Background: an optimization exercise with open tools, aiming at small area, a short achievable clock period and few clock cycles. Do not read the settings as production practice. No functional check of the RTL was part of any run shown here.

==> flow/design.v (outline; a module is shown in full before it is edited, if it fits) <==
// module geofence: 1456 lines
// module geofence_fa: 6 lines
module geofence (clk, reset, X, Y, valid, is_inside);
  // ...
==> flow/run.sh <==
#!/bin/bash
# synth_recipe.tcl (not shown) runs the flow's synth.tcl, then flattens the netlist and writes it again
# the make line also repeats each setting of config.mk as NAME=value (left out here)
make -C /OpenROAD-flow-scripts/flow DESIGN_CONFIG=/design/flow/config.mk WORK_HOME=/design/flow/orfs CLKGATE_MAP_FILE= SYNTH_SCRIPT=/design/flow/synth_recipe.tcl finish
==> flow/config.mk <==
export PLATFORM = sky130hd
export DESIGN_NAME = geofence
export DESIGN_NICKNAME = geofence
export VERILOG_FILES = /design/flow/design.v
export SDC_FILE = /design/flow/constraint.sdc
export NUM_CORES = 4
export LEC_CHECK = 0
export CAP_MARGIN = 20
export CORE_MARGIN = 2
export CORE_UTILIZATION = 60
export SETUP_SLACK_MARGIN = 5
export SLEW_MARGIN = 20
export SYNTH_HIERARCHICAL = 1
export SYNTH_MINIMUM_KEEP_SIZE = 0
export TNS_END_PERCENT = 0
==> flow/constraint.sdc <==
create_clock -name core_clock -period 10.0 [get_ports {clk}]
set_input_delay 2.0000 -clock core_clock [delete_from_list [all_inputs] [get_ports {clk}]]
set_output_delay 2.0000 -clock core_clock [all_outputs]
set_load 0.01 [all_outputs]
==> reports/results.txt, run 1 <==
drt first pass iters: 5
Stages on worst setup path: 20
post-DP HPWL: 27900 um
Top class by area: multi-input combinational cells
status: complete, no violations
register area: 2610 um^2
die width: 162 um
max cap viols: 0
post-synth top area cell: fa_1
Largest stage delay, worst path: 0.54 ns
CTS root buf: clkbuf_16
gr busiest metal: met2
clk tree area frac: 4.06%
Fillers: 1971
Final Util: 67.4%
Yosys top cell area share: 43.1%
final antenna-violating net count: 0
chip height: 162 um
Hold Crit Class: flop to flop
setup violators final: 0
crit path DAT: 6.03 ns
number of synthesized flops with an enable pin: 21
most frequent cells in the layout: nand2_1, fa_1, inv_1, dfxtp_1, ha_1
main combinational cell family by area after synthesis: adder cells
XOR/XNOR Fraction of Synth Area: 2.54%
met1 wire length: 14800 um
Die ar.: 26400 um^2
inverters: 165
Multi-In Gates: 1140
critical path endpoint category: flop
R2R Setup Slk: 4.21 ns
R2R Path Start: sa
==> run 2: changes to the inputs <==
--- a/flow/design.v
+++ b/flow/design.v
@@ -4,24 +4,18 @@
 input [9:0] X;
 input [9:0] Y;
 output reg valid;
 output reg is_inside;
 reg [3:0] ph;
 reg [9:0] rx, ry;                  
 reg vxs, vys;                      
 reg [9:0] vxm, vym;                
-reg [21:0] ao, bo, vp;
-reg sa, sb;
-wire [21:0] ae = sa ? vp : ao;
-wire [21:0] be = sb ? vp : bo;
-wire axs = ae[21], ays = ae[20];
-wire [9:0] axm = ae[19:10], aym = ae[9:0];
-wire bxs = be[21], bys = be[20];
-wire [9:0] bxm = be[19:10], bym = be[9:0];
+reg axs, ays, bxs, bys;            
+reg [9:0] axm, aym, bxm, bym;
 reg deg;                           
 reg ins;                           
 wire [10:0] dx = {1'b0, X} - {1'b0, rx};
 wire [10:0] dy = {1'b0, Y} - {1'b0, ry};
 wire [9:0] dxm = (dx[9:0] ^ {10{dx[10]}}) + {9'd0, dx[10]};
 wire [9:0] dym = (dy[9:0] ^ {10{dy[10]}}) + {9'd0, dy[10]};
 wire vxz = ~|vxm;
 wire vyz = ~|vym;
@@ -639,95 +633,112 @@
 wire ua_605, ua_606;
 geofence_fa fua_605 (.a(ua_507), .b(ua_551), .c(ua_607), .s(ua_605), .co(ua_606));
 wire ua_610 = ~ua_511;
 wire ua_608, ua_609;
 geofence_fa fua_608 (.a(ua_610), .b(ua_554), .c(ua_556), .s(ua_608), .co(ua_609));
 wire ua_613 = ~ua_512;
 wire ua_611, ua_612;
 geofence_fa fua_611 (.a(ua_613), .b(ua_557), .c(ua_559), .s(ua_611), .co(ua_612));
-wire ua_614 = ~ua_201 & ua_562;
-wire ua_615 = ~ua_201 | ua_562;
-wire ua_616 = ua_563 & ua_564;
-wire ua_617 = ua_563 | ua_564;
-wire ua_618 = ua_565 & ua_566;
-wire ua_619 = ua_565 | ua_566;
-wire ua_620 = ua_567 & ua_568;
-wire ua_621 = ua_567 | ua_568;
-wire ua_622 = ua_569 & ua_570;
-wire ua_623 = ua_569 | ua_570;
-wire ua_624 = ua_571 & ua_572;
-wire ua_625 = ua_571 | ua_572;
-wire ua_626 = ua_573 & ua_575;
-wire ua_627 = ua_573 | ua_575;
-wire ua_628 = ua_576 & ua_578;
-wire ua_629 = ua_576 | ua_578;
-wire ua_630 = ua_579 & ua_581;
-wire ua_631 = ua_579 | ua_581;
-wire ua_632 = ua_582 & ua_584;
-wire ua_633 = ua_582 | ua_584;
-wire ua_634 = ua_585 & ua_587;
-wire ua_635 = ua_585 | ua_587;
-wire ua_636 = ua_588 & ua_590;
-wire ua_637 = ua_588 | ua_590;
-wire ua_638 = ua_591 & ua_593;
-wire ua_639 = ua_591 | ua_593;
-wire ua_640 = ua_594 & ua_596;
-wire ua_641 = ua_594 | ua_596;
-wire ua_642 = ua_597 & ua_599;
-wire ua_643 = ua_597 | ua_599;
-wire ua_644 = ua_600 & ua_602;
-wire ua_645 = ua_600 | ua_602;
-wire ua_646 = ua_603 & ua_605;
-wire ua_647 = ua_603 | ua_605;
-wire ua_648 = ua_606 & ~ua_608;
-wire ua_649 = ua_606 | ~ua_608;
-wire ua_650 = ~ua_609 & ~ua_611;
-wire ua_651 = ~ua_609 | ~ua_611;
-wire ua_652 = ~ua_560 & ~ua_612;
-wire ua_653 = ~ua_560 | ~ua_612;
-wire ua_654 = ua_616 | (ua_617 & ua_614);
-wire ua_655 = ua_617 & ua_615;
-wire ua_656 = ua_620 | (ua_621 & ua_618);
-wire ua_657 = ua_621 & ua_619;
-wire ua_658 = ua_624 | (ua_625 & ua_622);
-wire ua_659 = ua_625 & ua_623;
-wire ua_660 = ua_628 | (ua_629 & ua_626);
-wire ua_661 = ua_629 & ua_627;
-wire ua_662 = ua_632 | (ua_633 & ua_630);
-wire ua_663 = ua_633 & ua_631;
-wire ua_664 = ua_636 | (ua_637 & ua_634);
-wire ua_665 = ua_637 & ua_635;
-wire ua_666 = ua_640 | (ua_641 & ua_638);
-wire ua_667 = ua_641 & ua_639;
-wire ua_668 = ua_644 | (ua_645 & ua_642);
-wire ua_669 = ua_645 & ua_643;
-wire ua_670 = ua_648 | (ua_649 & ua_646);
-wire ua_671 = ua_649 & ua_647;
-wire ua_672 = ua_652 | (ua_653 & ua_650);
-wire ua_673 = ua_653 & ua_651;
-wire ua_674 = ua_656 | (ua_657 & ua_654);
-wire ua_675 = ua_657 & ua_655;
-wire ua_676 = ua_660 | (ua_661 & ua_658);
-wire ua_677 = ua_661 & ua_659;
-wire ua_678 = ua_664 | (ua_665 & ua_662);
-wire ua_679 = ua_665 & ua_663;
-wire ua_680 = ua_668 | (ua_669 & ua_666);
-wire ua_681 = ua_669 & ua_667;
-wire ua_682 = ua_672 | (ua_673 & ua_670);
-wire ua_683 = ua_673 & ua_671;
-wire ua_684 = ua_676 | (ua_677 & ua_674);
-wire ua_685 = ua_677 & ua_675;
-wire ua_686 = ua_680 | (ua_681 & ua_678);
-wire ua_687 = ua_681 & ua_679;
-wire ua_688 = ua_686 | (ua_687 & ua_684);
-wire ua_689 = ua_687 & ua_685;
-wire ua_690 = ua_682 | (ua_683 & ua_688);
-wire ua_691 = ua_683 & ua_689;
-wire ua_neg = 1'b1 ^ 1'b0 ^ ua_690;
+wire ua_614 = ~(~ua_201 & ua_562);
+wire ua_615 = ~(~ua_201 | ua_562);
+wire ua_616 = ~(ua_563 & ua_564);
+wire ua_617 = ~(ua_563 | ua_564);
+wire ua_618 = ~(ua_565 & ua_566);
+wire ua_619 = ~(ua_565 | ua_566);
+wire ua_620 = ~(ua_567 & ua_568);
+wire ua_621 = ~(ua_567 | ua_568);
+wire ua_622 = ~(ua_569 & ua_570);
+wire ua_623 = ~(ua_569 | ua_570);
+wire ua_624 = ~(ua_571 & ua_572);
+wire ua_625 = ~(ua_571 | ua_572);
+wire ua_626 = ~(ua_573 & ua_575);
+wire ua_627 = ~(ua_573 | ua_575);
+wire ua_628 = ~(ua_576 & ua_578);
+wire ua_629 = ~(ua_576 | ua_578);
+wire ua_630 = ~(ua_579 & ua_581);
+wire ua_631 = ~(ua_579 | ua_581);
+wire ua_632 = ~(ua_582 & ua_584);
+wire ua_633 = ~(ua_582 | ua_584);
+wire ua_634 = ~(ua_585 & ua_587);
+wire ua_635 = ~(ua_585 | ua_587);
+wire ua_636 = ~(ua_588 & ua_590);
+wire ua_637 = ~(ua_588 | ua_590);
+wire ua_638 = ~(ua_591 & ua_593);
+wire ua_639 = ~(ua_591 | ua_593);
+wire ua_640 = ~(ua_594 & ua_596);
+wire ua_641 = ~(ua_594 | ua_596);
+wire ua_642 = ~(ua_597 & ua_599);
+wire ua_643 = ~(ua_597 | ua_599);
+wire ua_644 = ~(ua_600 & ua_602);
+wire ua_645 = ~(ua_600 | ua_602);
+wire ua_646 = ~(ua_603 & ua_605);
+wire ua_647 = ~(ua_603 | ua_605);
+wire ua_648 = ~(ua_606 & ~ua_608);
+wire ua_649 = ~(ua_606 | ~ua_608);
+wire ua_650 = ~(~ua_609 & ~ua_611);
+wire ua_651 = ~(~ua_609 | ~ua_611);
+wire ua_652 = ~(~ua_560 & ~ua_612);
+wire ua_653 = ~(~ua_560 | ~ua_612);
+wire ua_654;
+geofence_oai mua_654 (.gh(ua_616), .ph(ua_617), .gl(ua_614), .y(ua_654));
+wire ua_655;
+geofence_oai mua_655 (.gh(ua_620), .ph(ua_621), .gl(ua_618), .y(ua_655));
+wire ua_656 = ~(ua_621 | ua_619);
+wire ua_657;
+geofence_aoi mua_657 (.gh(ua_655), .ph(ua_656), .gl(ua_654), .y(ua_657));
+wire ua_658;
+geofence_oai mua_658 (.gh(ua_624), .ph(ua_625), .gl(ua_622), .y(ua_658));
+wire ua_659 = ~(ua_625 | ua_623);
+wire ua_660;
+geofence_oai mua_660 (.gh(ua_628), .ph(ua_629), .gl(ua_626), .y(ua_660));
+wire ua_661 = ~(ua_629 | ua_627);
+wire ua_662;
+geofence_aoi mua_662 (.gh(ua_660), .ph(ua_661), .gl(ua_658), .y(ua_662));
+wire ua_663 = ~(ua_661 & ua_659);
+wire ua_664;
+geofence_oai mua_664 (.gh(ua_632), .ph(ua_633), .gl(ua_630), .y(ua_664));
+wire ua_665 = ~(ua_633 | ua_631);
+wire ua_666;
+geofence_oai mua_666 (.gh(ua_636), .ph(ua_637), .gl(ua_634), .y(ua_666));
+wire ua_667 = ~(ua_637 | ua_635);
+wire ua_668;
+geofence_aoi mua_668 (.gh(ua_666), .ph(ua_667), .gl(ua_664), .y(ua_668));
+wire ua_669 = ~(ua_667 & ua_665);
+wire ua_670;
+geofence_oai mua_670 (.gh(ua_668), .ph(ua_669), .gl(ua_662), .y(ua_670));
+wire ua_671 = ~(ua_669 | ua_663);
+wire ua_672;
+geofence_oai mua_672 (.gh(ua_640), .ph(ua_641), .gl(ua_638), .y(ua_672));
+wire ua_673 = ~(ua_641 | ua_639);
+wire ua_674;
+geofence_oai mua_674 (.gh(ua_644), .ph(ua_645), .gl(ua_642), .y(ua_674));
+wire ua_675 = ~(ua_645 | ua_643);
+wire ua_676;
+geofence_aoi mua_676 (.gh(ua_674), .ph(ua_675), .gl(ua_672), .y(ua_676));
+wire ua_677 = ~(ua_675 & ua_673);
+wire ua_678;
+geofence_oai mua_678 (.gh(ua_648), .ph(ua_649), .gl(ua_646), .y(ua_678));
+wire ua_679 = ~(ua_649 | ua_647);
+wire ua_680;
+geofence_oai mua_680 (.gh(ua_652), .ph(ua_653), .gl(ua_650), .y(ua_680));
+wire ua_681 = ~(ua_653 | ua_651);
+wire ua_682;
+geofence_aoi mua_682 (.gh(ua_680), .ph(ua_681), .gl(ua_678), .y(ua_682));
+wire ua_683 = ~(ua_681 & ua_679);
+wire ua_684;
+geofence_oai mua_684 (.gh(ua_682), .ph(ua_683), .gl(ua_676), .y(ua_684));
+wire ua_685 = ~(ua_683 | ua_677);
+wire ua_686;
+geofence_aoi mua_686 (.gh(ua_684), .ph(ua_685), .gl(ua_670), .y(ua_686));
+wire ua_687 = ~(ua_685 & ua_671);
+wire ua_688;
+geofence_oai mua_688 (.gh(ua_686), .ph(ua_687), .gl(ua_657), .y(ua_688));
+wire ua_g = ua_688;
+wire ua_x = 1'b1 ^ 1'b0;
 wire ub_1 = ~(bxm[0] & vym[0]);
 wire ub_2 = ~(bym[0] & vxm[0]);
 wire ub_3 = ~(bxm[0] & vym[1]);
 wire ub_4 = ~(bym[0] & vxm[1]);
 wire ub_5 = ~(bxm[0] & vym[2]);
 wire ub_6 = ~(bym[0] & vxm[2]);
 wire ub_7 = ~(bxm[0] & vym[3]);
 wire ub_8 = ~(bym[0] & vxm[3]);
@@ -1331,99 +1342,119 @@
 wire ub_605, ub_606;
 geofence_fa fub_605 (.a(ub_507), .b(ub_551), .c(ub_607), .s(ub_605), .co(ub_606));
 wire ub_610 = ~ub_511;
 wire ub_608, ub_609;
 geofence_fa fub_608 (.a(ub_610), .b(ub_554), .c(ub_556), .s(ub_608), .co(ub_609));
 wire ub_613 = ~ub_512;
 wire ub_611, ub_612;
 geofence_fa fub_611 (.a(ub_613), .b(ub_557), .c(ub_559), .s(ub_611), .co(ub_612));
-wire ub_614 = ~ub_201 & ub_562;
-wire ub_615 = ~ub_201 | ub_562;
-wire ub_616 = ub_563 & ub_564;
-wire ub_617 = ub_563 | ub_564;
-wire ub_618 = ub_565 & ub_566;
-wire ub_619 = ub_565 | ub_566;
-wire ub_620 = ub_567 & ub_568;
-wire ub_621 = ub_567 | ub_568;
-wire ub_622 = ub_569 & ub_570;
-wire ub_623 = ub_569 | ub_570;
-wire ub_624 = ub_571 & ub_572;
-wire ub_625 = ub_571 | ub_572;
-wire ub_626 = ub_573 & ub_575;
-wire ub_627 = ub_573 | ub_575;
-wire ub_628 = ub_576 & ub_578;
-wire ub_629 = ub_576 | ub_578;
-wire ub_630 = ub_579 & ub_581;
-wire ub_631 = ub_579 | ub_581;
-wire ub_632 = ub_582 & ub_584;
-wire ub_633 = ub_582 | ub_584;
-wire ub_634 = ub_585 & ub_587;
-wire ub_635 = ub_585 | ub_587;
-wire ub_636 = ub_588 & ub_590;
-wire ub_637 = ub_588 | ub_590;
-wire ub_638 = ub_591 & ub_593;
-wire ub_639 = ub_591 | ub_593;
-wire ub_640 = ub_594 & ub_596;
-wire ub_641 = ub_594 | ub_596;
-wire ub_642 = ub_597 & ub_599;
-wire ub_643 = ub_597 | ub_599;
-wire ub_644 = ub_600 & ub_602;
-wire ub_645 = ub_600 | ub_602;
-wire ub_646 = ub_603 & ub_605;
-wire ub_647 = ub_603 | ub_605;
-wire ub_648 = ub_606 & ~ub_608;
-wire ub_649 = ub_606 | ~ub_608;
-wire ub_650 = ~ub_609 & ~ub_611;
-wire ub_651 = ~ub_609 | ~ub_611;
-wire ub_652 = ~ub_560 & ~ub_612;
-wire ub_653 = ~ub_560 | ~ub_612;
-wire ub_654 = ub_616 | (ub_617 & ub_614);
-wire ub_655 = ub_617 & ub_615;
-wire ub_656 = ub_620 | (ub_621 & ub_618);
-wire ub_657 = ub_621 & ub_619;
-wire ub_658 = ub_624 | (ub_625 & ub_622);
-wire ub_659 = ub_625 & ub_623;
-wire ub_660 = ub_628 | (ub_629 & ub_626);
-wire ub_661 = ub_629 & ub_627;
-wire ub_662 = ub_632 | (ub_633 & ub_630);
-wire ub_663 = ub_633 & ub_631;
-wire ub_664 = ub_636 | (ub_637 & ub_634);
-wire ub_665 = ub_637 & ub_635;
-wire ub_666 = ub_640 | (ub_641 & ub_638);
-wire ub_667 = ub_641 & ub_639;
-wire ub_668 = ub_644 | (ub_645 & ub_642);
-wire ub_669 = ub_645 & ub_643;
-wire ub_670 = ub_648 | (ub_649 & ub_646);
-wire ub_671 = ub_649 & ub_647;
-wire ub_672 = ub_652 | (ub_653 & ub_650);
-wire ub_673 = ub_653 & ub_651;
-wire ub_674 = ub_656 | (ub_657 & ub_654);
-wire ub_675 = ub_657 & ub_655;
-wire ub_676 = ub_660 | (ub_661 & ub_658);
-wire ub_677 = ub_661 & ub_659;
-wire ub_678 = ub_664 | (ub_665 & ub_662);
-wire ub_679 = ub_665 & ub_663;
-wire ub_680 = ub_668 | (ub_669 & ub_666);
-wire ub_681 = ub_669 & ub_667;
-wire ub_682 = ub_672 | (ub_673 & ub_670);
-wire ub_683 = ub_673 & ub_671;
-wire ub_684 = ub_676 | (ub_677 & ub_674);
-wire ub_685 = ub_677 & ub_675;
-wire ub_686 = ub_680 | (ub_681 & ub_678);
-wire ub_687 = ub_681 & ub_679;
-wire ub_688 = ub_686 | (ub_687 & ub_684);
-wire ub_689 = ub_687 & ub_685;
-wire ub_690 = ub_682 | (ub_683 & ub_688);
-wire ub_691 = ub_683 & ub_689;
-wire ub_neg = 1'b1 ^ 1'b0 ^ ub_690;
-wire ta = ua_neg;
-wire tb = ub_neg;
-wire a_le = (a1 == a2) ? ta ^ a1 : a1 | az;     
-wire b_ge = (b1 == b2) ? ~(tb ^ b1) : ~b1 | bz;  
+wire ub_614 = ~(~ub_201 & ub_562);
+wire ub_615 = ~(~ub_201 | ub_562);
+wire ub_616 = ~(ub_563 & ub_564);
+wire ub_617 = ~(ub_563 | ub_564);
+wire ub_618 = ~(ub_565 & ub_566);
+wire ub_619 = ~(ub_565 | ub_566);
+wire ub_620 = ~(ub_567 & ub_568);
+wire ub_621 = ~(ub_567 | ub_568);
+wire ub_622 = ~(ub_569 & ub_570);
+wire ub_623 = ~(ub_569 | ub_570);
+wire ub_624 = ~(ub_571 & ub_572);
+wire ub_625 = ~(ub_571 | ub_572);
+wire ub_626 = ~(ub_573 & ub_575);
+wire ub_627 = ~(ub_573 | ub_575);
+wire ub_628 = ~(ub_576 & ub_578);
+wire ub_629 = ~(ub_576 | ub_578);
+wire ub_630 = ~(ub_579 & ub_581);
+wire ub_631 = ~(ub_579 | ub_581);
+wire ub_632 = ~(ub_582 & ub_584);
+wire ub_633 = ~(ub_582 | ub_584);
+wire ub_634 = ~(ub_585 & ub_587);
+wire ub_635 = ~(ub_585 | ub_587);
+wire ub_636 = ~(ub_588 & ub_590);
+wire ub_637 = ~(ub_588 | ub_590);
+wire ub_638 = ~(ub_591 & ub_593);
+wire ub_639 = ~(ub_591 | ub_593);
+wire ub_640 = ~(ub_594 & ub_596);
+wire ub_641 = ~(ub_594 | ub_596);
+wire ub_642 = ~(ub_597 & ub_599);
+wire ub_643 = ~(ub_597 | ub_599);
+wire ub_644 = ~(ub_600 & ub_602);
+wire ub_645 = ~(ub_600 | ub_602);
+wire ub_646 = ~(ub_603 & ub_605);
+wire ub_647 = ~(ub_603 | ub_605);
+wire ub_648 = ~(ub_606 & ~ub_608);
+wire ub_649 = ~(ub_606 | ~ub_608);
+wire ub_650 = ~(~ub_609 & ~ub_611);
+wire ub_651 = ~(~ub_609 | ~ub_611);
+wire ub_652 = ~(~ub_560 & ~ub_612);
+wire ub_653 = ~(~ub_560 | ~ub_612);
+wire ub_654;
+geofence_oai mub_654 (.gh(ub_616), .ph(ub_617), .gl(ub_614), .y(ub_654));
+wire ub_655;
+geofence_oai mub_655 (.gh(ub_620), .ph(ub_621), .gl(ub_618), .y(ub_655));
+wire ub_656 = ~(ub_621 | ub_619);
+wire ub_657;
+geofence_aoi mub_657 (.gh(ub_655), .ph(ub_656), .gl(ub_654), .y(ub_657));
+wire ub_658;
+geofence_oai mub_658 (.gh(ub_624), .ph(ub_625), .gl(ub_622), .y(ub_658));
+wire ub_659 = ~(ub_625 | ub_623);
+wire ub_660;
+geofence_oai mub_660 (.gh(ub_628), .ph(ub_629), .gl(ub_626), .y(ub_660));
+wire ub_661 = ~(ub_629 | ub_627);
+wire ub_662;
+geofence_aoi mub_662 (.gh(ub_660), .ph(ub_661), .gl(ub_658), .y(ub_662));
+wire ub_663 = ~(ub_661 & ub_659);
+wire ub_664;
+geofence_oai mub_664 (.gh(ub_632), .ph(ub_633), .gl(ub_630), .y(ub_664));
+wire ub_665 = ~(ub_633 | ub_631);
+wire ub_666;
+geofence_oai mub_666 (.gh(ub_636), .ph(ub_637), .gl(ub_634), .y(ub_666));
+wire ub_667 = ~(ub_637 | ub_635);
+wire ub_668;
+geofence_aoi mub_668 (.gh(ub_666), .ph(ub_667), .gl(ub_664), .y(ub_668));
+wire ub_669 = ~(ub_667 & ub_665);
+wire ub_670;
+geofence_oai mub_670 (.gh(ub_668), .ph(ub_669), .gl(ub_662), .y(ub_670));
+wire ub_671 = ~(ub_669 | ub_663);
+wire ub_672;
+geofence_oai mub_672 (.gh(ub_640), .ph(ub_641), .gl(ub_638), .y(ub_672));
+wire ub_673 = ~(ub_641 | ub_639);
+wire ub_674;
+geofence_oai mub_674 (.gh(ub_644), .ph(ub_645), .gl(ub_642), .y(ub_674));
+wire ub_675 = ~(ub_645 | ub_643);
+wire ub_676;
+geofence_aoi mub_676 (.gh(ub_674), .ph(ub_675), .gl(ub_672), .y(ub_676));
+wire ub_677 = ~(ub_675 & ub_673);
+wire ub_678;
+geofence_oai mub_678 (.gh(ub_648), .ph(ub_649), .gl(ub_646), .y(ub_678));
+wire ub_679 = ~(ub_649 | ub_647);
+wire ub_680;
+geofence_oai mub_680 (.gh(ub_652), .ph(ub_653), .gl(ub_650), .y(ub_680));
+wire ub_681 = ~(ub_653 | ub_651);
+wire ub_682;
+geofence_aoi mub_682 (.gh(ub_680), .ph(ub_681), .gl(ub_678), .y(ub_682));
+wire ub_683 = ~(ub_681 & ub_679);
+wire ub_684;
+geofence_oai mub_684 (.gh(ub_682), .ph(ub_683), .gl(ub_676), .y(ub_684));
+wire ub_685 = ~(ub_683 | ub_677);
+wire ub_686;
+geofence_aoi mub_686 (.gh(ub_684), .ph(ub_685), .gl(ub_670), .y(ub_686));
+wire ub_687 = ~(ub_685 & ub_671);
+wire ub_688;
+geofence_oai mub_688 (.gh(ub_686), .ph(ub_687), .gl(ub_657), .y(ub_688));
+wire ub_g = ub_688;
+wire ub_x = 1'b1 ^ 1'b0;
+wire a_le0 = (a1 == a2) ? ua_x ^ a1 : a1 | az;
+wire a_le1 = (a1 == a2) ? ~(ua_x ^ a1) : a1 | az;
+wire b_ge0 = (b1 == b2) ? ~(ub_x ^ b1) : ~b1 | bz;
+wire b_ge1 = (b1 == b2) ? ub_x ^ b1 : ~b1 | bz;
+wire a_le, b_ge;
+geofence_mux ma (.s(ua_g), .a(a_le0), .b(a_le1), .y(a_le));  
+geofence_mux mb (.s(ub_g), .a(b_ge0), .b(b_ge1), .y(b_ge));  
 wire opp = (axs ^ vxs) | (ays ^ vys);
 wire hit = vz | (a_le & b_ge & (~deg | opp));
 wire new_a = a_le & ~b_ge;
 wire new_b = ~a_le & b_ge;
 wire first = (ph == 4'd2);
 wire ins_nx = first ? vz : (ins | hit);
 always @(posedge clk or posedge reset) begin
     if (reset) begin
@@ -1438,25 +1469,41 @@
     if (ph == 4'd0) begin
         rx <= X;
         ry <= Y;
     end
     vxs <= dx[10];
     vys <= dy[10];
     vxm <= dxm;
     vym <= dym;
-    ao <= ae;
-    bo <= be;
-    vp <= {vxs, vys, vxm, vym};
-    sa <= first | new_a;
-    sb <= first | new_b;
+    if (first | new_a) begin
+        axs <= vxs; ays <= vys; axm <= vxm; aym <= vym;
+    end
+    if (first | new_b) begin
+        bxs <= vxs; bys <= vys; bxm <= vxm; bym <= vym;
+    end
     deg <= first | (deg & ~new_a & ~new_b);
     ins <= ins_nx;
     if (ph == 4'd7)
         is_inside <= ins_nx;
 end
 endmodule
+module geofence_aoi (gh, ph, gl, y);
+input gh, ph, gl;
+output y;
+assign y = ~(gh | (ph & gl));
+endmodule
+module geofence_oai (gh, ph, gl, y);
+input gh, ph, gl;
+output y;
+assign y = ~(gh & (ph | gl));
+endmodule
+module geofence_mux (s, a, b, y);
+input s, a, b;
+output y;
+assign y = s ? b : a;
+endmodule
 module geofence_fa (a, b, c, s, co);
 input a, b, c;
 output s, co;
 assign s = a ^ b ^ c;
 assign co = (a & b) | (a & c) | (b & c);
 endmodule
==> run 2 against run 1 <==
Net effect: sequential share of layout area hardly changed; still clean; count of clock-buffer cells in the layout down 9; cell count is 2.4% higher; clock skew up 0.00066 ns; register-to-register slack improved by 0.16 ns; first-iteration DRC count rose by 7.2%; setup slack improved by 0.16 ns; die area fell by 3.6%.
==> reports/results.txt, run 2 <==
critical path buffer and inverter count: 2 (was 4)
r2r worst-path depth: 18 (was 20)
fin. max-slew vios: 0 (unchanged)
clk sinks: 94 (was 118)
top fanout value on the critical path: 11 (was 13)
post-DP HPWL: 24900 um (was 27900 um)
top_reg_cell synth: edfxtp_1 (was dfxtp_1)
die width: 159 um (was 162 um)
Setup CP Type: flop to flop (unchanged)
crit-path cells: buf_4, nand2_1, fa_1, fa_1, fa_1, fa_1, inv_1, fa_1, fa_1, nor2_1, nor2_1, o221ai_1, nor2_1, nand2_1, o21ai_2, mux2_4, nand2b_4, nand2_8 (was buf_12, mux2_2, nand2_1, fa_1, fa_1, inv_1, fa_1, inv_1, fa_1, inv_1, fa_1, fa_1, a31oi_1, a2bb2oi_1, o2bb2ai_1, maj3_2, o21ai_2, a211o_1, nand2_2, o31ai_4)
largest net degree at the start of global routing: 24 (was 23)
chip height: 159 um (was 162 um)
I/O Buffers: 23 (unchanged)
placer's final routability congestion estimate: 0.864 (was 0.868)
via count: 10800 (was 10600)
crit-path most repeated cell: fa_1 (unchanged)
Post-Layout Inst Area: 16400 um^2 (was 16500 um^2)
Clk Latency, worst-skew pair: 0.36 ns (was 0.42 ns)
post-synthesis net count: 1894 (was 1926)
hold buffers post-CTS: 0 (unchanged)
fin crit share: 56.3% (was 57.9%)
Via-to-Cell Ratio: 5.73 (was 5.81)
clock tree buffer depth: 2 (unchanged)
crit path DAT: 5.67 ns (was 6.03 ns)
Setup Skew: 0.0121 ns (was 0.0115 ns)
Initial Utilization: 61.4% (was 61.6%)
final antenna-violating net count: 0 (unchanged)
Ports: 24 (unchanged)
Rel. slew slack: 15.8% (was 33.3%)
Final Critical Period: 5.63 ns (was 5.79 ns)
post-route DRC violation count: 0 (unchanged)
1st-iter DRT viols: 815 (was 760)
Critical Path Source Type: flop (unchanged)
Synthesis Warnings: 7 (unchanged)
CTS root buf: clkbuf_16 (unchanged)
RSZ-0062 raised after global routing: true (unchanged)
core area: 23600 um^2 (was 24500 um^2)
R2R Setup Slk: 4.37 ns (was 4.21 ns)
final wirelength: 36600 um (was 37000 um)
met1 wire length: 14200 um (was 14800 um)
proportion of layout cells with a drive suffix above 1: 13.7% (was 10.9%)
number of synthesized flops with an enable pin: 65 (was 21)
Final Util: 69.3% (was 67.4%)
Die ar.: 25400 um^2 (was 26400 um^2)
# diodes: 0 (unchanged)
Worst R2R End: bxm[9] (was is_inside)
max cap viols: 0 (unchanged)
crit path max-delay cell type: edfxtp_1 (was fa_1)
fmax: 178 MHz (was 173 MHz)
top cells by count, synth: nand2_1, fa_1, inv_1 (unchanged)
most frequent cells in the layout: nand2_1, fa_1, inv_1, buf_4, ha_1 (was nand2_1, fa_1, inv_1, dfxtp_1, ha_1)
gr ovfl total: 0 (unchanged)
dpl cells: 1746 (was 1785)
area post-placement: 15000 um^2 (was 15500 um^2)
worst path required time: 10.04 ns (was 10.25 ns)
status: complete, no violations (unchanged)
Synth Area per Inst: 9.81 um^2 (was 9.97 um^2)
Mapped Area: 14500 um^2 (was 15100 um^2)
total number of placement rows: 56 (was 57)
H-tree Lvls: 3 (was 4)
global-route wire length before repair: 59800 um (was 62200 um)
top routing layer used: met4 (unchanged)
sequential share of the synthesized area: 17.6% (was 17.2%)
Hold Path End: deg (was vp[21])
CTS tree: yes (unchanged)
vias in the first global route: 11600 (was 11800)
Yosys top cell area share: 44.7% (was 43.1%)
routed length on met2: 18200 um (about the same)
area grow syn2layout: 12.8% (was 9.54%)
Synth area leaders: fa_1, edfxtp_1, nand2_1 (was fa_1, dfxtp_1, nand2_1)
R2R Path Start: axm[5] (was sa)
drt first pass iters: 6 (was 5)
fin cells: 1876 (was 1832)
asr flop ratio synth: 5.32% (was 4.24%)
Layout Nets: 1967 (was 1910)
met3 WL: 3190 um (was 3230 um)
Hold Crit Depth: 2 (was 0)
total CTS buffers: 9 (was 17)
Largest stage delay, worst path: 0.64 ns (was 0.54 ns)
min-delay src: deg (was vxs)
worst setup margin: 4.37 ns (was 4.21 ns)
dpl ws: 3.82 ns (was 3.84 ns)
initial antenna violation count: 0 (unchanged)
post-synth top area cell: fa_1 (unchanged)
final hold slack: 0.479 ns (was 0.449 ns)
setup TNS: 0 ns (unchanged)
setup violators final: 0 (unchanged)
final hold vios: 0 (unchanged)
critical path endpoint category: flop (unchanged)
drt wl/cell: 19.5 um (was 20.2 um)
cell with the most instances after synthesis: nand2_1 (unchanged)
Yosys cell types: 55 (was 76)
Worst-path clk slew: 0.08 ns (was 0.06 ns)
Seq cells post-synth: 94 (was 118)
most common cell after layout, fill and taps aside: nand2_1 (unchanged)
Hold Crit Class: flop to flop (unchanged)
family with the most delay on the worst path: adder cells (unchanged)
total track usage: 30.4% (was 31.0%)
Tightest Pin Transition: 1.26 ns (was 1.00 ns)
Post-Synthesis Cells: 1479 (was 1511)
==> run 2: cell count changes after synthesis, sizes merged, moves of 8 or more <==
| cell | change |
|---|---|
| a21oi | +8 |
| dfxtp | -68 |
| edfxtp | +44 |
| mux2 | -37 |
| nand2 | +38 |
| nor2 | +15 |
| o21ai | +24 |
==> run 2: repair_timing <==
item | in CTS | in global routing
gates cloned | 2 | 2
gates resized for setup | 30 | 25
pin swaps | 5 | 13
setup buffers | 86 | 24
setup endpoints to repair | 51 | 55
==> run 2: how the worst max path moves through the flow <==
stage                      start     end  depth (start not counted)
after floorplan           vym[7]  axm[0]                         17
final                     axm[5]  bxm[9]                         18
after global placement    vxm[6]  axm[2]                         18
after detailed placement  vxm[5]  axm[3]                         18
after global routing      bxm[3]  axm[1]                         18
after CTS                 bxm[1]  axm[1]                         18
==> run 2: area by class of cell <==
class,count,area (um^2)
multi-input cells,1146,11300
inverters,159,597
clock buffers,10,239
fillers,1842,7250
clock inverters,6,76.3
repair buffers,142,1170
well taps,319,399
flip-flops and latches,94,2600
==> run 2: worst min-delay path, cell delays in order (launching register included) <==
cell and delay, ns:
dfxtp_1 0.32, nand3_1 0.06, nand2_1 0.05
==> run 2: cell families after synthesis <==
group	synth area share, %
compound gates	5.74
simple gates	17.1
buf+inv	6.31
flops	17.6
fa+ha+maj	50.7
mux	0.354
xor+xnor	2.23
==> run 2: per-layer routing <==
layer | up-vias | GRT usage [%]
met3 | 70 | 5.63
met1 | 5420 | 40.8
met2 | 492 | 50.6
li1 | 4774 | -
met5 | - | 0
met4 | 0 | 9.88
==> run 2: modules after synthesis (local to each module, per instance) <==
module	copies in the design	flops+latches
geofence_oai	26	0
geofence_fa	322	0
geofence	1	94
geofence_aoi	12	0
geofence_mux	2	0

-- afterwards: timing with drivers on the ports --
The results above use ideal ports. As a check the final layouts listed here were re-extracted and re-timed, cells and wires unchanged. Step 1, drivers: a clkbuf_16 drives clk and a buf_2 each remaining input, both assumed. Step 2 adds t to the input delays and takes it off the output delays; t is the mean of the earliest and latest rising clock arrival at the registers after step 1. Input paths then give back, and output paths get back, about the clock's delay inside the block. Slacks: ideal ports / drivers / drivers and shift; pairs: ideal ports / drivers.
| run | shift t [ns] | slack for setup (ns) | worst setup path after step 2 | latest minus earliest clock arrival (ns) |
|---|---|---|---|---|
| run 1 | 0.461 | 4.211 / 4.211 / 4.018 | input to register | 0.013 / 0.013 |
| run 2 | 0.405 | 4.369 / 4.369 / 4.315 | input to register | 0.012 / 0.012 |
After both steps setup and hold are still met in every run listed. For run 1, which loses most, drivers alone change the setup slack by 0.000 ns; drivers and shift together by -0.193 ns.
